Background: an optimization exercise with open tools, aiming at small area and a short achievable clock period. Do not read the settings as production practice. Function was not checked in any run shown here: the RTL went through the layout flow alone. Power is estimated from default activity; no workload was simulated.

File: design/flow/run.sh
#!/bin/bash
# synth_recipe.tcl (not shown) runs the flow's synth.tcl, then flattens the netlist and writes it again
# the make line also repeats each setting of config.mk as NAME=value (left out here)
make -C /OpenROAD-flow-scripts/flow DESIGN_CONFIG=/design/flow/config.mk WORK_HOME=/design/flow/orfs CLKGATE_MAP_FILE= SYNTH_SCRIPT=/design/flow/synth_recipe.tcl finish
File: design/flow/config.mk
export PLATFORM = sky130hd
export DESIGN_NAME = fir_gen
export DESIGN_NICKNAME = fir_gen
export VERILOG_FILES = /design/flow/design.v
export SDC_FILE = /design/flow/constraint.sdc
export NUM_CORES = 4
export LEC_CHECK = 0
export CAP_MARGIN = 20
export CORE_MARGIN = 2
export CORE_UTILIZATION = 40
export SETUP_SLACK_MARGIN = 2.5
export SLEW_MARGIN = 20
export SYNTH_HIERARCHICAL = 1
export SYNTH_MINIMUM_KEEP_SIZE = 0
File: design/flow/constraint.sdc
create_clock -name core_clock -period 5.5 [get_ports {clk}]
set_input_delay 1.1000 -clock core_clock [delete_from_list [all_inputs] [get_ports {clk}]]
set_output_delay 1.1000 -clock core_clock [all_outputs]
set_load 0.01 [all_outputs]
File: design/flow/design.v
module fir_gen (input clk, input reset, input Load_x,
    input signed [7:0] x_in, input signed [7:0] c_in, output signed [7:0] y_out);
reg [7:0] c0, c1, c2;
reg [3:0] xo, xt, xn;
reg [15:0] a2r0;
reg [15:0] a2r1;
reg [15:0] a2r2;
reg [16:0] a1r0;
reg [16:0] a1r1;
reg [16:0] a1r2;
reg [0:0] a0k;
reg [7:0] a0g;
reg [7:0] a0p;
wire [8:0] xe = {x_in, 1'b0};
wire [3:0] bo, bt, bn;
genvar gi;
generate for (gi = 0; gi < 4; gi = gi + 1) begin : rec
  assign bo[gi] = xe[2*gi+1] ^ xe[2*gi];
  assign bt[gi] = (xe[2*gi+2] & ~xe[2*gi+1] & ~xe[2*gi]) | (~xe[2*gi+2] & xe[2*gi+1] & xe[2*gi]);
  assign bn[gi] = xe[2*gi+2];
end endgenerate
wire p1;
wire p2;
wire p3;
wire p4;
wire p5;
wire p6;
wire p7;
wire p8;
wire p9;
wire p10;
wire p11;
wire p12;
wire p13;
wire p14;
wire p15;
wire p16;
wire p17;
wire p18;
wire p19;
wire p20;
wire p21;
wire p22;
wire p23;
wire p24;
wire p25;
wire p26;
wire p27;
wire p28;
wire p29;
wire p30;
wire p31;
wire p32;
wire p33;
wire p34;
wire p35;
wire p36;
wire s37;
wire c38;
wire s39;
wire c40;
wire s41;
wire c42;
wire s43;
wire c44;
wire s45;
wire c46;
wire s47;
wire c48;
wire s49;
wire c50;
wire s51;
wire c52;
wire s53;
wire c54;
wire s55;
wire c56;
wire s57;
wire c58;
wire s59;
wire c60;
wire s61;
wire c62;
wire s63;
wire c64;
wire s65;
wire c66;
wire s67;
wire c68;
wire s69;
wire c70;
wire s71;
wire c72;
wire s73;
wire c74;
wire p75;
wire p76;
wire p77;
wire p78;
wire p79;
wire p80;
wire p81;
wire p82;
wire p83;
wire p84;
wire p85;
wire p86;
wire p87;
wire p88;
wire p89;
wire p90;
wire p91;
wire p92;
wire p93;
wire p94;
wire p95;
wire p96;
wire p97;
wire p98;
wire p99;
wire p100;
wire p101;
wire p102;
wire p103;
wire p104;
wire p105;
wire p106;
wire p107;
wire p108;
wire p109;
wire p110;
wire s111;
wire c112;
wire s113;
wire c114;
wire s115;
wire c116;
wire s117;
wire c118;
wire s119;
wire c120;
wire s121;
wire c122;
wire s123;
wire c124;
wire s125;
wire c126;
wire s127;
wire c128;
wire s129;
wire c130;
wire s131;
wire c132;
wire s133;
wire c134;
wire s135;
wire c136;
wire s137;
wire c138;
wire s139;
wire c140;
wire s141;
wire c142;
wire s143;
wire c144;
wire s145;
wire c146;
wire s147;
wire c148;
wire s149;
wire c150;
wire s151;
wire c152;
wire s153;
wire c154;
wire s155;
wire c156;
wire s157;
wire c158;
wire s159;
wire c160;
wire s161;
wire c162;
wire s163;
wire c164;
wire s165;
wire c166;
wire s167;
wire c168;
wire s169;
wire c170;
wire s171;
wire c172;
wire s173;
wire c174;
wire s175;
wire c176;
wire s177;
wire c178;
wire s179;
wire c180;
wire p181;
wire p182;
wire p183;
wire p184;
wire p185;
wire p186;
wire p187;
wire p188;
wire p189;
wire p190;
wire p191;
wire p192;
wire p193;
wire p194;
wire p195;
wire p196;
wire p197;
wire p198;
wire p199;
wire p200;
wire p201;
wire p202;
wire p203;
wire p204;
wire p205;
wire p206;
wire p207;
wire p208;
wire p209;
wire p210;
wire p211;
wire p212;
wire p213;
wire p214;
wire p215;
wire p216;
wire s217;
wire c218;
wire s219;
wire c220;
wire s221;
wire c222;
wire s223;
wire c224;
wire s225;
wire c226;
wire s227;
wire c228;
wire s229;
wire c230;
wire s231;
wire c232;
wire s233;
wire c234;
wire s235;
wire c236;
wire s237;
wire c238;
wire s239;
wire c240;
wire s241;
wire c242;
wire s243;
wire c244;
wire s245;
wire c246;
wire s247;
wire c248;
wire s249;
wire c250;
wire s251;
wire c252;
wire s253;
wire c254;
wire s255;
wire c256;
wire s257;
wire c258;
wire s259;
wire c260;
wire s261;
wire c262;
wire s263;
wire c264;
wire s265;
wire c266;
wire s267;
wire c268;
wire s269;
wire c270;
wire s271;
wire c272;
wire s273;
wire c274;
wire s275;
wire c276;
wire s277;
wire c278;
wire s279;
wire c280;
wire s281;
wire c282;
wire s283;
wire c284;
wire s285;
wire c286;
wire s287;
wire c288;
wire s289;
wire c290;
wire s291;
wire c292;
wire s293;
wire c294;
wire s295;
wire c296;
wire s297;
wire c298;
wire s299;
wire c300;
wire s301;
wire c302;
wire g303;
wire g304;
wire g305;
wire g306;
wire g307;
wire g308;
wire g309;
wire g310;
wire g311;
wire x312;
wire x313;
wire x314;
wire x315;
wire x316;
wire x317;
wire x318;
wire x319;
wire x320;
wire g321;
wire o322;
wire g323;
wire o324;
wire g325;
wire o326;
wire g327;
wire o328;
wire g329;
wire o330;
wire g331;
wire o332;
wire g333;
wire o334;
wire g335;
wire o336;
wire s337;
wire c338;
wire s339;
wire c340;
wire s341;
wire c342;
wire s343;
wire c344;
wire s345;
wire c346;
wire s347;
wire c348;
wire s349;
wire c350;
wire g351;
wire o352;
wire g353;
wire o354;
wire g355;
wire g356;
wire o357;
wire g358;
wire g359;
wire o360;
wire g361;
wire g362;
wire o363;
wire g364;
wire o365;
wire g366;
wire o367;
wire g368;
wire g369;
wire o370;
wire g371;
wire g372;
wire o373;
wire g374;
wire o375;
wire g376;
wire o377;
wire g378;
wire o379;
wire g380;
wire x381;
wire x382;
wire x383;
wire x384;
wire x385;
wire x386;
wire x387;
wire x388;
assign p1 = (xo[0] & c2[0]) ^ xn[0];
assign p2 = ((xo[0] & c2[1]) | (xt[0] & c2[0])) ^ xn[0];
assign p3 = ((xo[0] & c2[2]) | (xt[0] & c2[1])) ^ xn[0];
assign p4 = ((xo[0] & c2[3]) | (xt[0] & c2[2])) ^ xn[0];
assign p5 = ((xo[0] & c2[4]) | (xt[0] & c2[3])) ^ xn[0];
assign p6 = ((xo[0] & c2[5]) | (xt[0] & c2[4])) ^ xn[0];
assign p7 = ((xo[0] & c2[6]) | (xt[0] & c2[5])) ^ xn[0];
assign p8 = ((xo[0] & c2[7]) | (xt[0] & c2[6])) ^ xn[0];
assign p9 = ~(((xo[0] & c2[7]) | (xt[0] & c2[7])) ^ xn[0]);
assign p10 = (xo[1] & c2[0]) ^ xn[1];
assign p11 = ((xo[1] & c2[1]) | (xt[1] & c2[0])) ^ xn[1];
assign p12 = ((xo[1] & c2[2]) | (xt[1] & c2[1])) ^ xn[1];
assign p13 = ((xo[1] & c2[3]) | (xt[1] & c2[2])) ^ xn[1];
assign p14 = ((xo[1] & c2[4]) | (xt[1] & c2[3])) ^ xn[1];
assign p15 = ((xo[1] & c2[5]) | (xt[1] & c2[4])) ^ xn[1];
assign p16 = ((xo[1] & c2[6]) | (xt[1] & c2[5])) ^ xn[1];
assign p17 = ((xo[1] & c2[7]) | (xt[1] & c2[6])) ^ xn[1];
assign p18 = ~(((xo[1] & c2[7]) | (xt[1] & c2[7])) ^ xn[1]);
assign p19 = (xo[2] & c2[0]) ^ xn[2];
assign p20 = ((xo[2] & c2[1]) | (xt[2] & c2[0])) ^ xn[2];
assign p21 = ((xo[2] & c2[2]) | (xt[2] & c2[1])) ^ xn[2];
assign p22 = ((xo[2] & c2[3]) | (xt[2] & c2[2])) ^ xn[2];
assign p23 = ((xo[2] & c2[4]) | (xt[2] & c2[3])) ^ xn[2];
assign p24 = ((xo[2] & c2[5]) | (xt[2] & c2[4])) ^ xn[2];
assign p25 = ((xo[2] & c2[6]) | (xt[2] & c2[5])) ^ xn[2];
assign p26 = ((xo[2] & c2[7]) | (xt[2] & c2[6])) ^ xn[2];
assign p27 = ~(((xo[2] & c2[7]) | (xt[2] & c2[7])) ^ xn[2]);
assign p28 = (xo[3] & c2[0]) ^ xn[3];
assign p29 = ((xo[3] & c2[1]) | (xt[3] & c2[0])) ^ xn[3];
assign p30 = ((xo[3] & c2[2]) | (xt[3] & c2[1])) ^ xn[3];
assign p31 = ((xo[3] & c2[3]) | (xt[3] & c2[2])) ^ xn[3];
assign p32 = ((xo[3] & c2[4]) | (xt[3] & c2[3])) ^ xn[3];
assign p33 = ((xo[3] & c2[5]) | (xt[3] & c2[4])) ^ xn[3];
assign p34 = ((xo[3] & c2[6]) | (xt[3] & c2[5])) ^ xn[3];
assign p35 = ((xo[3] & c2[7]) | (xt[3] & c2[6])) ^ xn[3];
assign p36 = ~(((xo[3] & c2[7]) | (xt[3] & c2[7])) ^ xn[3]);
fa_cell us37 (.a(xn[1]), .b(p3), .c(p10), .s(s37), .co(c38));
fa_cell us39 (.a(xn[2]), .b(p5), .c(p12), .s(s39), .co(c40));
fa_cell us41 (.a(p6), .b(p13), .c(p20), .s(s41), .co(c42));
fa_cell us43 (.a(xn[3]), .b(p7), .c(p14), .s(s43), .co(c44));
fa_cell us45 (.a(p8), .b(p15), .c(p22), .s(s45), .co(c46));
assign s47 = ~(p9 ^ p16);
assign c48 = p9 | p16;
fa_cell us49 (.a(p17), .b(p24), .c(p31), .s(s49), .co(c50));
fa_cell us51 (.a(p18), .b(p25), .c(p32), .s(s51), .co(c52));
fa_cell us53 (.a(p4), .b(p11), .c(c38), .s(s53), .co(c54));
fa_cell us55 (.a(p21), .b(p28), .c(c42), .s(s55), .co(c56));
fa_cell us57 (.a(p29), .b(c44), .c(s45), .s(s57), .co(c58));
fa_cell us59 (.a(p23), .b(p30), .c(s47), .s(s59), .co(c60));
fa_cell us61 (.a(p26), .b(p33), .c(c52), .s(s61), .co(c62));
fa_cell us63 (.a(p19), .b(s39), .c(c54), .s(s63), .co(c64));
fa_cell us65 (.a(c46), .b(s59), .c(c58), .s(s65), .co(c66));
fa_cell us67 (.a(c48), .b(s49), .c(c60), .s(s67), .co(c68));
fa_cell us69 (.a(p27), .b(p34), .c(c62), .s(s69), .co(c70));
fa_cell us71 (.a(c40), .b(s41), .c(c64), .s(s71), .co(c72));
fa_cell us73 (.a(c50), .b(s51), .c(c68), .s(s73), .co(c74));
assign p75 = (xo[0] & c1[0]) ^ xn[0];
assign p76 = ((xo[0] & c1[1]) | (xt[0] & c1[0])) ^ xn[0];
assign p77 = ((xo[0] & c1[2]) | (xt[0] & c1[1])) ^ xn[0];
assign p78 = ((xo[0] & c1[3]) | (xt[0] & c1[2])) ^ xn[0];
assign p79 = ((xo[0] & c1[4]) | (xt[0] & c1[3])) ^ xn[0];
assign p80 = ((xo[0] & c1[5]) | (xt[0] & c1[4])) ^ xn[0];
assign p81 = ((xo[0] & c1[6]) | (xt[0] & c1[5])) ^ xn[0];
assign p82 = ((xo[0] & c1[7]) | (xt[0] & c1[6])) ^ xn[0];
assign p83 = ~(((xo[0] & c1[7]) | (xt[0] & c1[7])) ^ xn[0]);
assign p84 = (xo[1] & c1[0]) ^ xn[1];
assign p85 = ((xo[1] & c1[1]) | (xt[1] & c1[0])) ^ xn[1];
assign p86 = ((xo[1] & c1[2]) | (xt[1] & c1[1])) ^ xn[1];
assign p87 = ((xo[1] & c1[3]) | (xt[1] & c1[2])) ^ xn[1];
assign p88 = ((xo[1] & c1[4]) | (xt[1] & c1[3])) ^ xn[1];
assign p89 = ((xo[1] & c1[5]) | (xt[1] & c1[4])) ^ xn[1];
assign p90 = ((xo[1] & c1[6]) | (xt[1] & c1[5])) ^ xn[1];
assign p91 = ((xo[1] & c1[7]) | (xt[1] & c1[6])) ^ xn[1];
assign p92 = ~(((xo[1] & c1[7]) | (xt[1] & c1[7])) ^ xn[1]);
assign p93 = (xo[2] & c1[0]) ^ xn[2];
assign p94 = ((xo[2] & c1[1]) | (xt[2] & c1[0])) ^ xn[2];
assign p95 = ((xo[2] & c1[2]) | (xt[2] & c1[1])) ^ xn[2];
assign p96 = ((xo[2] & c1[3]) | (xt[2] & c1[2])) ^ xn[2];
assign p97 = ((xo[2] & c1[4]) | (xt[2] & c1[3])) ^ xn[2];
assign p98 = ((xo[2] & c1[5]) | (xt[2] & c1[4])) ^ xn[2];
assign p99 = ((xo[2] & c1[6]) | (xt[2] & c1[5])) ^ xn[2];
assign p100 = ((xo[2] & c1[7]) | (xt[2] & c1[6])) ^ xn[2];
assign p101 = ~(((xo[2] & c1[7]) | (xt[2] & c1[7])) ^ xn[2]);
assign p102 = (xo[3] & c1[0]) ^ xn[3];
assign p103 = ((xo[3] & c1[1]) | (xt[3] & c1[0])) ^ xn[3];
assign p104 = ((xo[3] & c1[2]) | (xt[3] & c1[1])) ^ xn[3];
assign p105 = ((xo[3] & c1[3]) | (xt[3] & c1[2])) ^ xn[3];
assign p106 = ((xo[3] & c1[4]) | (xt[3] & c1[3])) ^ xn[3];
assign p107 = ((xo[3] & c1[5]) | (xt[3] & c1[4])) ^ xn[3];
assign p108 = ((xo[3] & c1[6]) | (xt[3] & c1[5])) ^ xn[3];
assign p109 = ((xo[3] & c1[7]) | (xt[3] & c1[6])) ^ xn[3];
assign p110 = ~(((xo[3] & c1[7]) | (xt[3] & c1[7])) ^ xn[3]);
fa_cell us111 (.a(xn[0]), .b(a2r0[0]), .c(a2r1[0]), .s(s111), .co(c112));
fa_cell us113 (.a(xn[1]), .b(a2r0[2]), .c(p77), .s(s113), .co(c114));
fa_cell us115 (.a(a2r0[3]), .b(p78), .c(p85), .s(s115), .co(c116));
fa_cell us117 (.a(xn[2]), .b(a2r0[4]), .c(p79), .s(s117), .co(c118));
fa_cell us119 (.a(a2r0[5]), .b(p80), .c(p87), .s(s119), .co(c120));
fa_cell us121 (.a(xn[3]), .b(a2r0[6]), .c(a2r1[6]), .s(s121), .co(c122));
fa_cell us123 (.a(a2r2[6]), .b(p81), .c(p88), .s(s123), .co(c124));
fa_cell us125 (.a(a2r0[7]), .b(a2r1[7]), .c(p82), .s(s125), .co(c126));
fa_cell us127 (.a(p89), .b(p96), .c(p103), .s(s127), .co(c128));
fa_cell us129 (.a(a2r0[8]), .b(p83), .c(p90), .s(s129), .co(c130));
fa_cell us131 (.a(a2r0[9]), .b(a2r1[9]), .c(p91), .s(s131), .co(c132));
fa_cell us133 (.a(a2r0[10]), .b(p92), .c(p99), .s(s133), .co(c134));
fa_cell us135 (.a(a2r0[11]), .b(a2r1[11]), .c(p100), .s(s135), .co(c136));
fa_cell us137 (.a(a2r0[12]), .b(p101), .c(p108), .s(s137), .co(c138));
fa_cell us139 (.a(a2r0[13]), .b(a2r1[13]), .c(p109), .s(s139), .co(c140));
fa_cell us141 (.a(a2r0[1]), .b(c112), .c(p76), .s(s141), .co(c142));
fa_cell us143 (.a(p86), .b(p93), .c(c116), .s(s143), .co(c144));
fa_cell us145 (.a(p94), .b(c118), .c(s119), .s(s145), .co(c146));
fa_cell us147 (.a(s121), .b(p95), .c(p102), .s(s147), .co(c148));
fa_cell us149 (.a(c122), .b(c124), .c(s125), .s(s149), .co(c150));
fa_cell us151 (.a(p97), .b(p104), .c(c126), .s(s151), .co(c152));
fa_cell us153 (.a(p98), .b(p105), .c(c130), .s(s153), .co(c154));
fa_cell us155 (.a(p106), .b(c132), .c(s133), .s(s155), .co(c156));
fa_cell us157 (.a(p107), .b(c134), .c(s135), .s(s157), .co(c158));
fa_cell us159 (.a(a2r0[14]), .b(p110), .c(c140), .s(s159), .co(c160));
fa_cell us161 (.a(p84), .b(c142), .c(s113), .s(s161), .co(c162));
fa_cell us163 (.a(c120), .b(s147), .c(s123), .s(s163), .co(c164));
fa_cell us165 (.a(c148), .b(s127), .c(s149), .s(s165), .co(c166));
fa_cell us167 (.a(c128), .b(s129), .c(c150), .s(s167), .co(c168));
fa_cell us169 (.a(s131), .b(c152), .c(s153), .s(s169), .co(c170));
fa_cell us171 (.a(c136), .b(s137), .c(c158), .s(s171), .co(c172));
fa_cell us173 (.a(c114), .b(s115), .c(c162), .s(s173), .co(c174));
fa_cell us175 (.a(s151), .b(c166), .c(s167), .s(s175), .co(c176));
fa_cell us177 (.a(c154), .b(s155), .c(c170), .s(s177), .co(c178));
fa_cell us179 (.a(c138), .b(s139), .c(c172), .s(s179), .co(c180));
assign p181 = (xo[0] & c0[0]) ^ xn[0];
assign p182 = ((xo[0] & c0[1]) | (xt[0] & c0[0])) ^ xn[0];
assign p183 = ((xo[0] & c0[2]) | (xt[0] & c0[1])) ^ xn[0];
assign p184 = ((xo[0] & c0[3]) | (xt[0] & c0[2])) ^ xn[0];
assign p185 = ((xo[0] & c0[4]) | (xt[0] & c0[3])) ^ xn[0];
assign p186 = ((xo[0] & c0[5]) | (xt[0] & c0[4])) ^ xn[0];
assign p187 = ((xo[0] & c0[6]) | (xt[0] & c0[5])) ^ xn[0];
assign p188 = ((xo[0] & c0[7]) | (xt[0] & c0[6])) ^ xn[0];
assign p189 = ~(((xo[0] & c0[7]) | (xt[0] & c0[7])) ^ xn[0]);
assign p190 = (xo[1] & c0[0]) ^ xn[1];
assign p191 = ((xo[1] & c0[1]) | (xt[1] & c0[0])) ^ xn[1];
assign p192 = ((xo[1] & c0[2]) | (xt[1] & c0[1])) ^ xn[1];
assign p193 = ((xo[1] & c0[3]) | (xt[1] & c0[2])) ^ xn[1];
assign p194 = ((xo[1] & c0[4]) | (xt[1] & c0[3])) ^ xn[1];
assign p195 = ((xo[1] & c0[5]) | (xt[1] & c0[4])) ^ xn[1];
assign p196 = ((xo[1] & c0[6]) | (xt[1] & c0[5])) ^ xn[1];
assign p197 = ((xo[1] & c0[7]) | (xt[1] & c0[6])) ^ xn[1];
assign p198 = ~(((xo[1] & c0[7]) | (xt[1] & c0[7])) ^ xn[1]);
assign p199 = (xo[2] & c0[0]) ^ xn[2];
assign p200 = ((xo[2] & c0[1]) | (xt[2] & c0[0])) ^ xn[2];
assign p201 = ((xo[2] & c0[2]) | (xt[2] & c0[1])) ^ xn[2];
assign p202 = ((xo[2] & c0[3]) | (xt[2] & c0[2])) ^ xn[2];
assign p203 = ((xo[2] & c0[4]) | (xt[2] & c0[3])) ^ xn[2];
assign p204 = ((xo[2] & c0[5]) | (xt[2] & c0[4])) ^ xn[2];
assign p205 = ((xo[2] & c0[6]) | (xt[2] & c0[5])) ^ xn[2];
assign p206 = ((xo[2] & c0[7]) | (xt[2] & c0[6])) ^ xn[2];
assign p207 = ~(((xo[2] & c0[7]) | (xt[2] & c0[7])) ^ xn[2]);
assign p208 = (xo[3] & c0[0]) ^ xn[3];
assign p209 = ((xo[3] & c0[1]) | (xt[3] & c0[0])) ^ xn[3];
assign p210 = ((xo[3] & c0[2]) | (xt[3] & c0[1])) ^ xn[3];
assign p211 = ((xo[3] & c0[3]) | (xt[3] & c0[2])) ^ xn[3];
assign p212 = ((xo[3] & c0[4]) | (xt[3] & c0[3])) ^ xn[3];
assign p213 = ((xo[3] & c0[5]) | (xt[3] & c0[4])) ^ xn[3];
assign p214 = ((xo[3] & c0[6]) | (xt[3] & c0[5])) ^ xn[3];
assign p215 = ((xo[3] & c0[7]) | (xt[3] & c0[6])) ^ xn[3];
assign p216 = ~(((xo[3] & c0[7]) | (xt[3] & c0[7])) ^ xn[3]);
ha_cell us217 (.a(p185), .b(p192), .s(s217), .co(c218));
ha_cell us219 (.a(p187), .b(p194), .s(s219), .co(c220));
ha_cell us221 (.a(p188), .b(p195), .s(s221), .co(c222));
fa_cell us223 (.a(xn[2]), .b(a1r0[4]), .c(p199), .s(s223), .co(c224));
fa_cell us225 (.a(p186), .b(p193), .c(p200), .s(s225), .co(c226));
ha_cell us227 (.a(a1r0[5]), .b(a1r1[5]), .s(s227), .co(c228));
fa_cell us229 (.a(xn[3]), .b(p201), .c(p208), .s(s229), .co(c230));
fa_cell us231 (.a(a1r0[6]), .b(a1r1[6]), .c(s219), .s(s231), .co(c232));
fa_cell us233 (.a(a1r0[7]), .b(p202), .c(p209), .s(s233), .co(c234));
fa_cell us235 (.a(a1r1[7]), .b(c220), .c(s221), .s(s235), .co(c236));
fa_cell us237 (.a(p189), .b(p196), .c(p203), .s(s237), .co(c238));
fa_cell us239 (.a(a1r0[8]), .b(p210), .c(c222), .s(s239), .co(c240));
fa_cell us241 (.a(p197), .b(p204), .c(p211), .s(s241), .co(c242));
fa_cell us243 (.a(a1r0[9]), .b(a1r1[9]), .c(a1r2[9]), .s(s243), .co(c244));
fa_cell us245 (.a(p198), .b(p205), .c(p212), .s(s245), .co(c246));
fa_cell us247 (.a(a1r0[11]), .b(p206), .c(p213), .s(s247), .co(c248));
ha_cell us249 (.a(p181), .b(xn[0]), .s(s249), .co(c250));
ha_cell us251 (.a(p183), .b(p190), .s(s251), .co(c252));
ha_cell us253 (.a(p184), .b(p191), .s(s253), .co(c254));
fa_cell us255 (.a(a1r1[4]), .b(a1r2[4]), .c(s217), .s(s255), .co(c256));
fa_cell us257 (.a(c218), .b(c224), .c(s225), .s(s257), .co(c258));
fa_cell us259 (.a(c228), .b(c226), .c(s229), .s(s259), .co(c260));
fa_cell us261 (.a(c230), .b(s233), .c(c232), .s(s261), .co(c262));
fa_cell us263 (.a(c234), .b(s237), .c(c236), .s(s263), .co(c264));
fa_cell us265 (.a(c238), .b(s241), .c(c240), .s(s265), .co(c266));
fa_cell us267 (.a(a1r0[10]), .b(c244), .c(c242), .s(s267), .co(c268));
fa_cell us269 (.a(a1r1[11]), .b(a1r2[11]), .c(c246), .s(s269), .co(c270));
fa_cell us271 (.a(a1r0[12]), .b(p207), .c(p214), .s(s271), .co(c272));
ha_cell us273 (.a(a1r0[0]), .b(a1r1[0]), .s(s273), .co(c274));
fa_cell us275 (.a(a1r0[1]), .b(p182), .c(c250), .s(s275), .co(c276));
fa_cell us277 (.a(xn[1]), .b(a1r0[2]), .c(s251), .s(s277), .co(c278));
fa_cell us279 (.a(a1r0[3]), .b(c252), .c(s253), .s(s279), .co(c280));
fa_cell us281 (.a(c254), .b(s223), .c(s255), .s(s281), .co(c282));
fa_cell us283 (.a(s227), .b(c256), .c(s257), .s(s283), .co(c284));
fa_cell us285 (.a(s231), .b(c258), .c(s259), .s(s285), .co(c286));
fa_cell us287 (.a(s235), .b(c260), .c(s261), .s(s287), .co(c288));
fa_cell us289 (.a(s239), .b(c262), .c(s263), .s(s289), .co(c290));
fa_cell us291 (.a(s243), .b(s265), .c(c264), .s(s291), .co(c292));
fa_cell us293 (.a(s245), .b(s267), .c(c266), .s(s293), .co(c294));
fa_cell us295 (.a(s247), .b(c268), .c(s269), .s(s295), .co(c296));
fa_cell us297 (.a(c248), .b(s271), .c(c270), .s(s297), .co(c298));
fa_cell us299 (.a(a1r0[13]), .b(p215), .c(c272), .s(s299), .co(c300));
fa_cell us301 (.a(a1r0[14]), .b(a1r1[14]), .c(p216), .s(s301), .co(c302));
assign g303 = s249 & s273;
assign g304 = c274 & s275;
assign g305 = c276 & s277;
assign g306 = c278 & s279;
assign g307 = c280 & s281;
assign g308 = c282 & s283;
assign g309 = c284 & s285;
assign g310 = c286 & s287;
assign g311 = c288 & s289;
assign x312 = s249 ^ s273;
assign x313 = c274 ^ s275;
assign x314 = c276 ^ s277;
assign x315 = c278 ^ s279;
assign x316 = c280 ^ s281;
assign x317 = c282 ^ s283;
assign x318 = c284 ^ s285;
assign x319 = c286 ^ s287;
assign x320 = c288 ^ s289;
assign g321 = x313 & g303;
assign o322 = g304 | g321;
assign g323 = x314 & o322;
assign o324 = g305 | g323;
assign g325 = x315 & o324;
assign o326 = g306 | g325;
assign g327 = x316 & o326;
assign o328 = g307 | g327;
assign g329 = x317 & o328;
assign o330 = g308 | g329;
assign g331 = x318 & o330;
assign o332 = g309 | g331;
assign g333 = x319 & o332;
assign o334 = g310 | g333;
assign g335 = x320 & o334;
assign o336 = g311 | g335;
ha_cell us337 (.a(c290), .b(s291), .s(s337), .co(c338));
ha_cell us339 (.a(c292), .b(s293), .s(s339), .co(c340));
ha_cell us341 (.a(c294), .b(s295), .s(s341), .co(c342));
ha_cell us343 (.a(c296), .b(s297), .s(s343), .co(c344));
ha_cell us345 (.a(c298), .b(s299), .s(s345), .co(c346));
ha_cell us347 (.a(c300), .b(s301), .s(s347), .co(c348));
ha_cell us349 (.a(a1r0[15]), .b(c302), .s(s349), .co(c350));
assign g351 = a0p[0] & a0k[0];
assign o352 = a0g[0] | g351;
assign g353 = a0p[2] & a0g[1];
assign o354 = a0g[2] | g353;
assign g355 = a0p[2] & a0p[1];
assign g356 = a0p[4] & a0g[3];
assign o357 = a0g[4] | g356;
assign g358 = a0p[4] & a0p[3];
assign g359 = a0p[6] & a0g[5];
assign o360 = a0g[6] | g359;
assign g361 = a0p[6] & a0p[5];
assign g362 = a0p[1] & o352;
assign o363 = a0g[1] | g362;
assign g364 = g355 & o352;
assign o365 = o354 | g364;
assign g366 = a0p[5] & o357;
assign o367 = a0g[5] | g366;
assign g368 = a0p[5] & g358;
assign g369 = g361 & o357;
assign o370 = o360 | g369;
assign g371 = g361 & g358;
assign g372 = a0p[3] & o365;
assign o373 = a0g[3] | g372;
assign g374 = g358 & o365;
assign o375 = o357 | g374;
assign g376 = g368 & o365;
assign o377 = o367 | g376;
assign g378 = g371 & o365;
assign o379 = o370 | g378;
assign g380 = a0p[7] & o379;
assign x381 = a0p[0] ^ a0k[0];
assign x382 = a0p[1] ^ o352;
assign x383 = a0p[2] ^ o363;
assign x384 = a0p[3] ^ o365;
assign x385 = a0p[4] ^ o373;
assign x386 = a0p[5] ^ o375;
assign x387 = a0p[6] ^ o377;
assign x388 = a0p[7] ^ o379;
always @(posedge clk or posedge reset)
  if (reset) begin
    xo <= 4'd0; xt <= 4'd0; xn <= 4'd0; c0 <= 8'd0; c1 <= 8'd0; c2 <= 8'd0;
    a2r0 <= 16'd22016; a2r1 <= 16'd0; a2r2 <= 16'd0; a1r0 <= 17'd43776; a1r1 <= 17'd0; a1r2 <= 17'd0; a0k <= 1'd0; a0g <= 8'd0; a0p <= 8'd0;
  end else begin
    if (Load_x) begin xo <= bo; xt <= bt; xn <= bn; end
    if (!Load_x) begin c2 <= c_in; c1 <= c2; c0 <= c1; end
        a2r0 <= {1'b0,p36,p35,s69,c74,s73,s67,s65,c56,c72,s71,s63,s53,s37,p2,xn[0]};
    a2r1 <= {1'b0,1'b0,c70,1'b0,s61,1'b0,c66,1'b0,s57,s43,1'b0,1'b0,1'b0,1'b0,1'b0,p1};
    a2r2 <= {1'b0,1'b0,1'b0,1'b0,1'b0,1'b0,1'b0,1'b0,1'b0,s55,1'b0,1'b0,1'b0,1'b0,1'b0,1'b0};
    a1r0 <= {1'b0,c160,c180,s179,s171,c178,s177,c176,s175,c164,c146,c144,c174,s173,s161,s141,s111};
    a1r1 <= {1'b0,1'b0,s159,1'b0,1'b0,c156,1'b0,c168,1'b0,s165,s163,s145,s117,1'b0,1'b0,1'b0,p75};
    a1r2 <= {1'b0,1'b0,1'b0,1'b0,1'b0,s157,1'b0,s169,1'b0,1'b0,1'b0,1'b0,s143,1'b0,1'b0,1'b0,1'b0};
    a0k <= {o336};
    a0g <= {1'b0,c350,c348,c346,c344,c342,c340,c338};
    a0p <= {1'b1,s349,s347,s345,s343,s341,s339,s337};
  end
assign y_out = {x388,x387,x386,x385,x384,x383,x382,x381};
endmodule
module fa_cell (input a, input b, input c, output s, output co);
assign {co, s} = a + b + c;
endmodule
module ha_cell (input a, input b, output s, output co);
assign {co, s} = a + b;
endmodule
==> impl_results.rst, run 1 <==
.. list-table::
   :header-rows: 1

   * - Metric
     - Value
   * - Status
     - timing/DRC/antenna clean
   * - Sequential-to-total area share from yosys stat
     - 0.345
   * - Worst setup SP type
     - flip-flop
   * - Cell types with the highest counts after synthesis
     - sky130_fd_sc_hd__xnor2_1 (104), sky130_fd_sc_hd__dfrtp_1 (92), sky130_fd_sc_hd__fa_1 (88)
   * - Filler cell count
     - 1647
   * - Flop pwr share
     - 0.268
   * - Total number of vias
     - 4523
   * - Setup CP Type
     - flip-flop to flip-flop
   * - Length of the first detailed-routing pass in iterations
     - 4
   * - Maximum number of pins on one net before global-route repair
     - 52
   * - Clock Skew
     - 11.9 ps
   * - Post-synthesis register bit count
     - 101
   * - Mapped Nets
     - 733
   * - Overall Global Routing Usage
     - 0.179
   * - Peak clock frequency supported by timing
     - 298 MHz
   * - Library cell with the largest summed area after synthesis
     - sky130_fd_sc_hd__dfrtp_1
   * - Count of maximum capacitance violations
     - 0
   * - Total global routing overflow
     - 0
   * - Fraction of the cycle the final worst path needs
     - 0.611
   * - Library cells used by synthesis
     - 37
   * - Area fraction of the dominant cell type after synthesis
     - 0.313
   * - Antenna violations before repair
     - 0
   * - Routed len/inst
     - 19.5 um
   * - Post-synthesis cell area
     - 0.00735 mm2
   * - Placeable core region
     - 0.0180 mm2
   * - Non-Filler Cell Area, Final
     - 0.00838 mm2
   * - Final setup violation count
     - 0
   * - Power density of the placed cells
     - 612 mW/mm2
   * - Data arrival time of the critical path
     - 3610 ps
   * - DRC violations left
     - 0
   * - Sequential cell area in the final layout
     - 0.00257 mm2
   * - Setup repair after global routing missed its margin
     - yes
   * - Shortest clock period the worst path allows after layout
     - 3360 ps
   * - Most instantiated library cell after synthesis
     - sky130_fd_sc_hd__xnor2_1
   * - Crit end category
     - flip-flop
   * - Count of boundary I/O pins
     - 27
   * - TritonCTS clock tree
     - done
   * - Full die area
     - 0.0195 mm2
   * - Clock-pin slew on the worst setup and hold paths
     - 70 ps
   * - Static leakage power
     - 3.28 nW
   * - NetSw
     - 0.00208 W
   * - Initial DRC count
     - 238
   * - Count of warnings emitted by yosys
     - 7
   * - Top cells by area in the synthesized netlist
     - sky130_fd_sc_hd__dfrtp_1 (31%), sky130_fd_sc_hd__fa_1 (24%), sky130_fd_sc_hd__xnor2_1 (12%), sky130_fd_sc_hd__a22oi_1 (8.6%), sky130_fd_sc_hd__ha_1 (4.6%)
   * - IO buf count
     - 26
   * - Antenna diode count
     - 0
   * - TritonCTS buffer count
     - 9
   * - Worst Setup Slack post-DPL
     - 1760 ps
   * - Share of flip-flops with an asynchronous set or reset
     - 1.00
   * - DRT Wirelength
     - 16200 um
   * - Global-route wire length before repair
     - 27200 um
   * - Leading register cell type out of synthesis
     - sky130_fd_sc_hd__dfrtp_1
   * - Proportion of power drawn by combinational gates
     - 0.604
   * - Vert. Die Dim
     - 140 um
   * - Share of total power in the clock network
     - 0.128
   * - Maximum vdd drop
     - 277 uV
   * - Gp weighted congestion
     - 0.857
   * - Internal power
     - 0.00305 W
   * - CTS H-Tree Depth
     - 3
   * - HPWL after DPL
     - 11000 um
   * - Cell Rows
     - 49
   * - Syn Inst Count
     - 599
   * - Total negative slack for setup checks
     - 0 ps
   * - Biggest fanout along the worst timing path
     - 8
   * - Layout area overhead
     - 14.0%
   * - Starting utilization of the core area
     - 0.408
   * - Clock insertion delay at the later pin of the skew report
     - 360 ps
   * - Post-DP Area
     - 0.00772 mm2
   * - Min setup slack post-route
     - 2140 ps
   * - Layout cells sized above 1
     - 0.216
   * - Maximum clock insertion buffer count
     - 2
   * - Horiz. Die Dim
     - 140 um
   * - Hold violation total from the final report
     - 0
   * - Utilization after layout
     - 0.465
   * - Switching power as a share of total power
     - 0.405
   * - Routed Antenna Nets
     - 0
   * - Slew of the pin with the lowest slew margin
     - 950 ps
   * - Number of sinks handled by clock tree synthesis
     - 101
   * - Worst-case headroom to the max-slew limit
     - 0.367
   * - Count of pins over their slew limit
     - 0
   * - Average cell area after synthesis
     - 12.3 um2
   * - Vias in the first global route
     - 4942
   * - Via density
     - 5.44
   * - Combined area of the multi-input logic cells
     - 0.00466 mm2
   * - Hold/Removal Path Class
     - flip-flop to flip-flop
   * - Clk Tree Root Cell
     - sky130_fd_sc_hd__clkbuf_16
   * - Number of enable-type register cells in the synthesized netlist
     - 0
   * - Total Nets Final
     - 732
   * - Critical path data required time
     - 5750 ps
==> per-module statistics from Yosys, one instance, submodules excluded <==
module / cells / flops+latches / cell area, um2
ha_cell: 1 / 0 / 12.5
fa_cell: 1 / 0 / 20.0
fir_gen: 496 / 101 / 5410
==> area by class of cell <==
class	count	area share
clock buffer	11	0.0290
clock inverter	5	0.00717
inverter	6	0.00314
multi-input combinational	422	0.556
sequential	101	0.306
tap	229	0.0342
timing repair buffer	58	0.0639
==> metrics by stage <==
step           instances  hold slack [ps]  total power, W
2_1_floorplan        599              428         0.00353
3_3_place_gp         798              512         0.00418
3_5_place_dp         798              541         0.00428
4_1_cts              828              557         0.00515
5_1_grt              832              563         0.00575
6_report             832              551         0.00513
==> state kept, by name, summed over array words and instances (netlist names) <==
signal	flops
a2r2	1
a0g	7
a1r2	3
c2	8
c0	8
a0p	8
a1r1	8
xn	4
c1	8
xo	4
a1r0	16
a0k	1
a2r1	6
xt	4
a2r0	15
==> layer usage <==
| metal | vias to the layer above | track usage | share of wire |
|---|---|---|---|
| met5 | - | 0 | 0 |
| met4 | 0 | 0.0642 | 0.015 |
| met3 | 20 | 0.0258 | 0.040 |
| met2 | 105 | 0.291 | 0.50 |
| met1 | 2372 | 0.249 | 0.44 |
| li1 | 2026 | - | - |
==> power groups by stage <==
stage	clock network [W]	logic (W)	registers (W)
finish	0.000655	0.00310	0.00137
global route	0.000704	0.00362	0.00142
CTS	0.000671	0.00310	0.00137
detailed placement	0	0.00289	0.00139
global placement	0	0.00280	0.00138
floorplan	0	0.00229	0.00124
==> layout by cell type (no fill, tap or decap), drive strengths merged, types with 2 or more instances in the layout <==
master and instances:
nor3 3, nand3 2, buf 37, a31oi 3, or2 3, nand2 17, clkinv 3, a21oi 9
inv 5, nand3b 2, nor2 11, clkbuf 12, xnor2 104, ha 27, dfstp 9, a22oi 84
or3b 2, a21o 2, o21ai 15, mux2 28, nand4 3, fa 88, dfrtp 92, clkinvlp 2
xor2 10, clkdlybuf4s50 18
==> cells by family after synthesis <==
group,count (synthesis),share of synthesized area
buffers and inverters,76,0.0464
other,1,0.000510
multiplexers,28,0.0429
AO/OA/AOI/OAI,119,0.115
adder cells (fa/ha/maj),115,0.285
XOR/XNOR,114,0.136
AND/OR/NAND/NOR,45,0.0289
flip-flops,101,0.345
==> worst max-delay path, cell delays in order (launching register included) <==
cell and delay (ps):
sky130_fd_sc_hd__dfrtp_2 500, sky130_fd_sc_hd__a22oi_2 240, sky130_fd_sc_hd__xnor2_2 110, sky130_fd_sc_hd__fa_1 560
sky130_fd_sc_hd__fa_1 430, sky130_fd_sc_hd__fa_1 560, sky130_fd_sc_hd__ha_4 230, sky130_fd_sc_hd__a21o_1 160
sky130_fd_sc_hd__a211oi_2 170, sky130_fd_sc_hd__a31oi_1 100, sky130_fd_sc_hd__or2_1 200
==> final timing paths <==
path	cells after the start	from	slack, ps	end
max	10	xt[2]	2140	a0k
min	1	a2r1[0]	550	a1r0[0]
min in group asynchronous	2	reset	1100	a2r0[13]
max reg2reg	10	xt[2]	2140	a0k
min reg2reg	1	a2r1[0]	550	a1r0[0]
max in group asynchronous	3	reset	3350	xn[2]
==> repair_timing <==
action / 4_1_cts / 5_1_grt
resized for setup: 47 / 38
endpoints found under the setup margin: 24 / 19
cloned: 1 / 0
pin swaps: 16 / 22
hold buffers: 0 / 0
buffers inserted: 13 / 4
==> run 2: changes to the inputs <==
--- a/design/flow/config.mk
+++ b/design/flow/config.mk
@@ -10,3 +10,3 @@
 export CORE_UTILIZATION = 40
-export SETUP_SLACK_MARGIN = 2.5
+export SETUP_SLACK_MARGIN = 3.0
 export SLEW_MARGIN = 20
==> run 2 against run 1 <==
Compared with the run above:
- still clean on timing, DRC and antenna
- cell area is 7.3% higher
- non-clock buffer count up 19
- combinational power is 13% higher
- sequential share of layout area fell by 2.2 points
- critical endpoint unchanged
- largest power group unchanged
==> impl_results.rst, run 2 <==
.. list-table::
   :header-rows: 1

   * - Metric
     - Value
   * - Fraction of the cycle the final worst path needs
     - 0.628 (+0.0169)
   * - Cell Rows
     - 49 (unchanged)
   * - Count of pins over their slew limit
     - 0 (unchanged)
   * - Length of the first detailed-routing pass in iterations
     - 5 (+1)
   * - Top cells by area in the synthesized netlist
     - sky130_fd_sc_hd__dfrtp_1 (31%), sky130_fd_sc_hd__fa_1 (24%), sky130_fd_sc_hd__xnor2_1 (12%), sky130_fd_sc_hd__a22oi_1 (8.6%), sky130_fd_sc_hd__ha_1 (4.6%)
   * - Worst setup SP type
     - flip-flop
   * - Setup repair after global routing missed its margin
     - yes
   * - Highest routing layer actually used
     - met4
   * - Overall Global Routing Usage
     - 0.183 (+0.00351)
   * - Total number of vias
     - 4692 (+3.7%)
   * - Sequential-to-total area share from yosys stat
     - 0.345 (unchanged)
   * - Syn Inst Count
     - 599 (unchanged)
   * - Total Nets Final
     - 751 (+2.6%)
   * - TritonCTS clock tree
     - done
   * - Status
     - timing/DRC/antenna clean
   * - Most common library cell in the layout ignoring fill and taps
     - sky130_fd_sc_hd__xnor2_1
   * - Largest registers
     - a1r0: 16 flops, a2r0: 15 flops
   * - Number of sinks handled by clock tree synthesis
     - 101 (unchanged)
   * - Total global routing overflow
     - 0 (unchanged)
   * - Data arrival time of the critical path
     - 3710 ps (+100 ps)
   * - Post-route insts no fill
     - 851 (+2.3%)
   * - Most instantiated library cell after synthesis
     - sky130_fd_sc_hd__xnor2_1
   * - Count of boundary I/O pins
     - 27 (unchanged)
   * - TritonCTS buffer count
     - 9 (unchanged)
   * - Total negative slack for setup checks
     - 0 ps (unchanged)
   * - Static leakage power
     - 3.49 nW (+6.3%)
   * - Min setup slack post-route
     - 2050 ps (-92.8 ps)
   * - Number of enable-type register cells in the synthesized netlist
     - 0 (unchanged)
   * - Clk Tree Root Cell
     - sky130_fd_sc_hd__clkbuf_16
   * - Peak clock frequency supported by timing
     - 290 MHz (-2.7%)
   * - Starting utilization of the core area
     - 0.408 (unchanged)
   * - Detailed route wirelength on metal2
     - 8700 um (+6.1%)
   * - Clock Skew
     - 9.55 ps (-2.39 ps)
   * - Worst path top cell family by delay
     - adder cells
   * - Area fraction of the dominant cell type after synthesis
     - 0.313 (unchanged)
   * - Routed len/inst
     - 20.0 um (+2.6%)
   * - Post-synthesis cell area
     - 0.00735 mm2 (unchanged)
   * - Number of flip-flops under the largest register name
     - 16 (unchanged)
   * - Layout area overhead
     - 22.2%
   * - Leading register cell type out of synthesis
     - sky130_fd_sc_hd__dfrtp_1
   * - Clock-pin slew on the worst setup and hold paths
     - 80 ps (about the same)
   * - Vert. Die Dim
     - 140 um (unchanged)
   * - IO buf count
     - 26 (unchanged)
   * - Global-route wire length before repair
     - 28000 um (+2.9%)
   * - Crit end category
     - flip-flop
   * - Most frequent cell on the critical path
     - sky130_fd_sc_hd__fa_1
   * - CTS H-Tree Depth
     - 3 (unchanged)
   * - HPWL after DPL
     - 10800 um (-1.7%)
   * - Commonest non-fill, non-tap cells in the layout
     - sky130_fd_sc_hd__xnor2_1 (87), sky130_fd_sc_hd__dfrtp_1 (79), sky130_fd_sc_hd__a22oi_1 (68)
   * - Final setup violation count
     - 0 (unchanged)
   * - Library cell with the largest summed area after synthesis
     - sky130_fd_sc_hd__dfrtp_1
   * - Met1 Wirelength
     - 7220 um (+1.1%)
   * - Gp weighted congestion
     - 0.796 (-7.1%)
   * - Initial DRC count
     - 267 (+12%)
   * - Post-synthesis register bit count
     - 101 (unchanged)
   * - Routed Antenna Nets
     - 0 (unchanged)
   * - Clock insertion delay at the later pin of the skew report
     - 360 ps (about the same)
   * - Hold violation total from the final report
     - 0 (unchanged)
   * - Biggest fanout along the worst timing path
     - 25 (+17)
   * - Placeable core region
     - 0.0180 mm2 (unchanged)
   * - Setup CP Type
     - flip-flop to flip-flop
   * - Cell types with the highest counts after synthesis
     - sky130_fd_sc_hd__xnor2_1 (104), sky130_fd_sc_hd__dfrtp_1 (92), sky130_fd_sc_hd__fa_1 (88)
   * - Register with the highest flop count
     - a1r0
   * - Vias in the first global route
     - 5174 (+4.7%)
   * - Hold/Removal Path Class
     - flip-flop to flip-flop
   * - Worst-case headroom to the max-slew limit
     - 0.387 (+0.0207)
   * - Average cell area after synthesis
     - 12.3 um2 (unchanged)
   * - Count of maximum capacitance violations
     - 0 (unchanged)
   * - Layout cells sized above 1
     - 0.326 (+0.111)
   * - Library cells used by synthesis
     - 37 (unchanged)
   * - Critical path data required time
     - 5750 ps (about the same)
   * - DRT Wirelength
     - 17000 um (+4.9%)
   * - Antenna violations before repair
     - 0 (unchanged)
   * - Series of cell instances along the critical path
     - buf_12 -> a22oi_2 -> xnor2_2 -> fa_1 -> fa_1 -> fa_1 -> ha_4 -> a21o_1 -> a211oi_2 -> a31oi_1 -> or2_1
   * - Horiz. Die Dim
     - 140 um (unchanged)
   * - Worst Setup Slack post-DPL
     - 1750 ps (-12.3 ps)
   * - Shortest clock period the worst path allows after layout
     - 3450 ps (+92.8 ps)
   * - Full die area
     - 0.0195 mm2 (unchanged)
   * - Power density of the placed cells
     - 611 mW/mm2 (-0.17%)
   * - Antenna diode count
     - 0 (unchanged)
   * - DRC violations left
     - 0 (unchanged)
   * - Largest incremental delay on the critical path
     - 570 ps (about the same)
   * - Placed cell count
     - 798 (unchanged)
   * - Slew of the pin with the lowest slew margin
     - 919 ps (-31.1 ps)
   * - Maximum clock insertion buffer count
     - 2 (unchanged)
   * - Quantity of hold-fixing buffers added after cts
     - 0 (unchanged)
   * - Slowest library cell on the worst path
     - sky130_fd_sc_hd__fa_1
   * - Via density
     - 5.51 (+1.4%)
   * - Count of warnings emitted by yosys
     - 7 (unchanged)
   * - Maximum vdd drop
     - 231 uV (-17%)
   * - Share of flip-flops with an asynchronous set or reset
     - 1.00 (unchanged)
   * - Maximum number of pins on one net before global-route repair
     - 50 (-3.8%)
   * - Routed length on met3
     - 735 um (+12%)
   * - Mapped Nets
     - 733 (unchanged)
   * - Buffering stage count on the worst path with inverters included
     - 1 (+1)
-- run 2: cell counts after synthesis --
No cell type changed its count.
-- run 2: layout make-up --
cell class | count | area (um2)
clock buffers | 11 | 253
clock inverters | 5 | 33.8
fillers | 1547 | 9040
inverters | 6 | 26.3
multi-input cells | 422 | 4970
flip-flops and latches | 101 | 2560
well taps | 229 | 287
repair buffers | 77 | 862
-- run 2: cell families after synthesis --
logic type               Yosys count  share of synthesized area
buffers and inverters             76                     0.0464
AND/OR/NAND/NOR                   45                     0.0289
XOR/XNOR                         114                      0.136
multiplexers                      28                     0.0429
adder cells (fa/ha/maj)          115                      0.285
AO/OA/AOI/OAI                    119                      0.115
other                              1                   0.000510
flip-flops                       101                      0.345
-- run 2: timing repair --
item	4_1_cts	5_1_grt
setup buffers	20	13
resized for setup	120	41
pin swaps	24	26
setup endpoints to repair	43	42
gates cloned	2	2
-- run 2: worst paths after layout --
kind | from | to | slack, ps | cells past startpoint
max in group asynchronous | reset | xn[1] | 3430 | 3
min in group asynchronous | reset | a0p[4] | 1070 | 2
worst min-delay path | a2r1[0] | a1r0[0] | 540 | 1
worst max register to register | xt[1] | a0k | 2050 | 11
worst min register to register | a2r1[0] | a1r0[0] | 540 | 1
worst max-delay path | xt[1] | a0k | 2050 | 11
-- run 2: modules after synthesis, one instance, submodules excluded --
module | times used | cells | area (um2) | flip-flops and latches
fir_gen | 1 | 496 | 5410 | 101
fa_cell | 88 | 1 | 20.0 | 0
ha_cell | 15 | 1 | 12.5 | 0
-- run 2: per-layer routing --
layer | track usage | vias to the layer above
met2 | 0.303 | 122
met3 | 0.0272 | 24
met4 | 0.0795 | 0
met1 | 0.241 | 2488
li1 | - | 2058
met5 | 0 | -
-- run 2: where the power goes --
group	internal (W)	switching [W]	total (W)
clock	0.000332	0.000296	0.000628
sequential	0.00110	0.000265	0.00137
combinational	0.00182	0.00168	0.00349
-- run 2: stage by stage --
step	power [W]	util	hold slack [ps]	area, um2
2_1_floorplan	0.00359	-	433	7600
3_3_place_gp	0.00426	0.433	523	7800
3_5_place_dp	0.00438	0.433	520	7800
4_1_cts	0.00527	0.480	536	8650
5_1_grt	0.00616	0.499	562	8990
6_report	0.00549	0.499	536	8990

static timing again, ports no longer ideal:
How much do the figures lean on ideal ports? The routed layouts below were timed once more, with nothing changed but the port constraints. Step 1, drivers: a clkbuf_16 drives clk and a buf_2 each remaining input, both assumed. Step 2 moves the port delays by t, midway between the first and last clock arrival at a register: inputs arrive t later, outputs are due t later. That takes back most of the time a late clock gives input paths. Slacks: no drivers / after step 1 / after step 2; pairs: no drivers / after step 1.
| run | t, ns | slack for setup (ns) | worst hold slack (ns) | slew at the worst register clock pin (ns) | cell pins on the clock port's net |
|---|---|---|---|---|---|
| run 1 | 0.399 | 2.141 / 2.141 / 2.141 | 0.551 / 0.551 / 0.551 | 0.07 / 0.07 | 1 |
| run 2 | 0.402 | 2.048 / 2.048 / 2.048 | 0.536 / 0.536 / 0.536 | 0.08 / 0.08 | 1 |
After both steps every run listed still meets setup and hold.
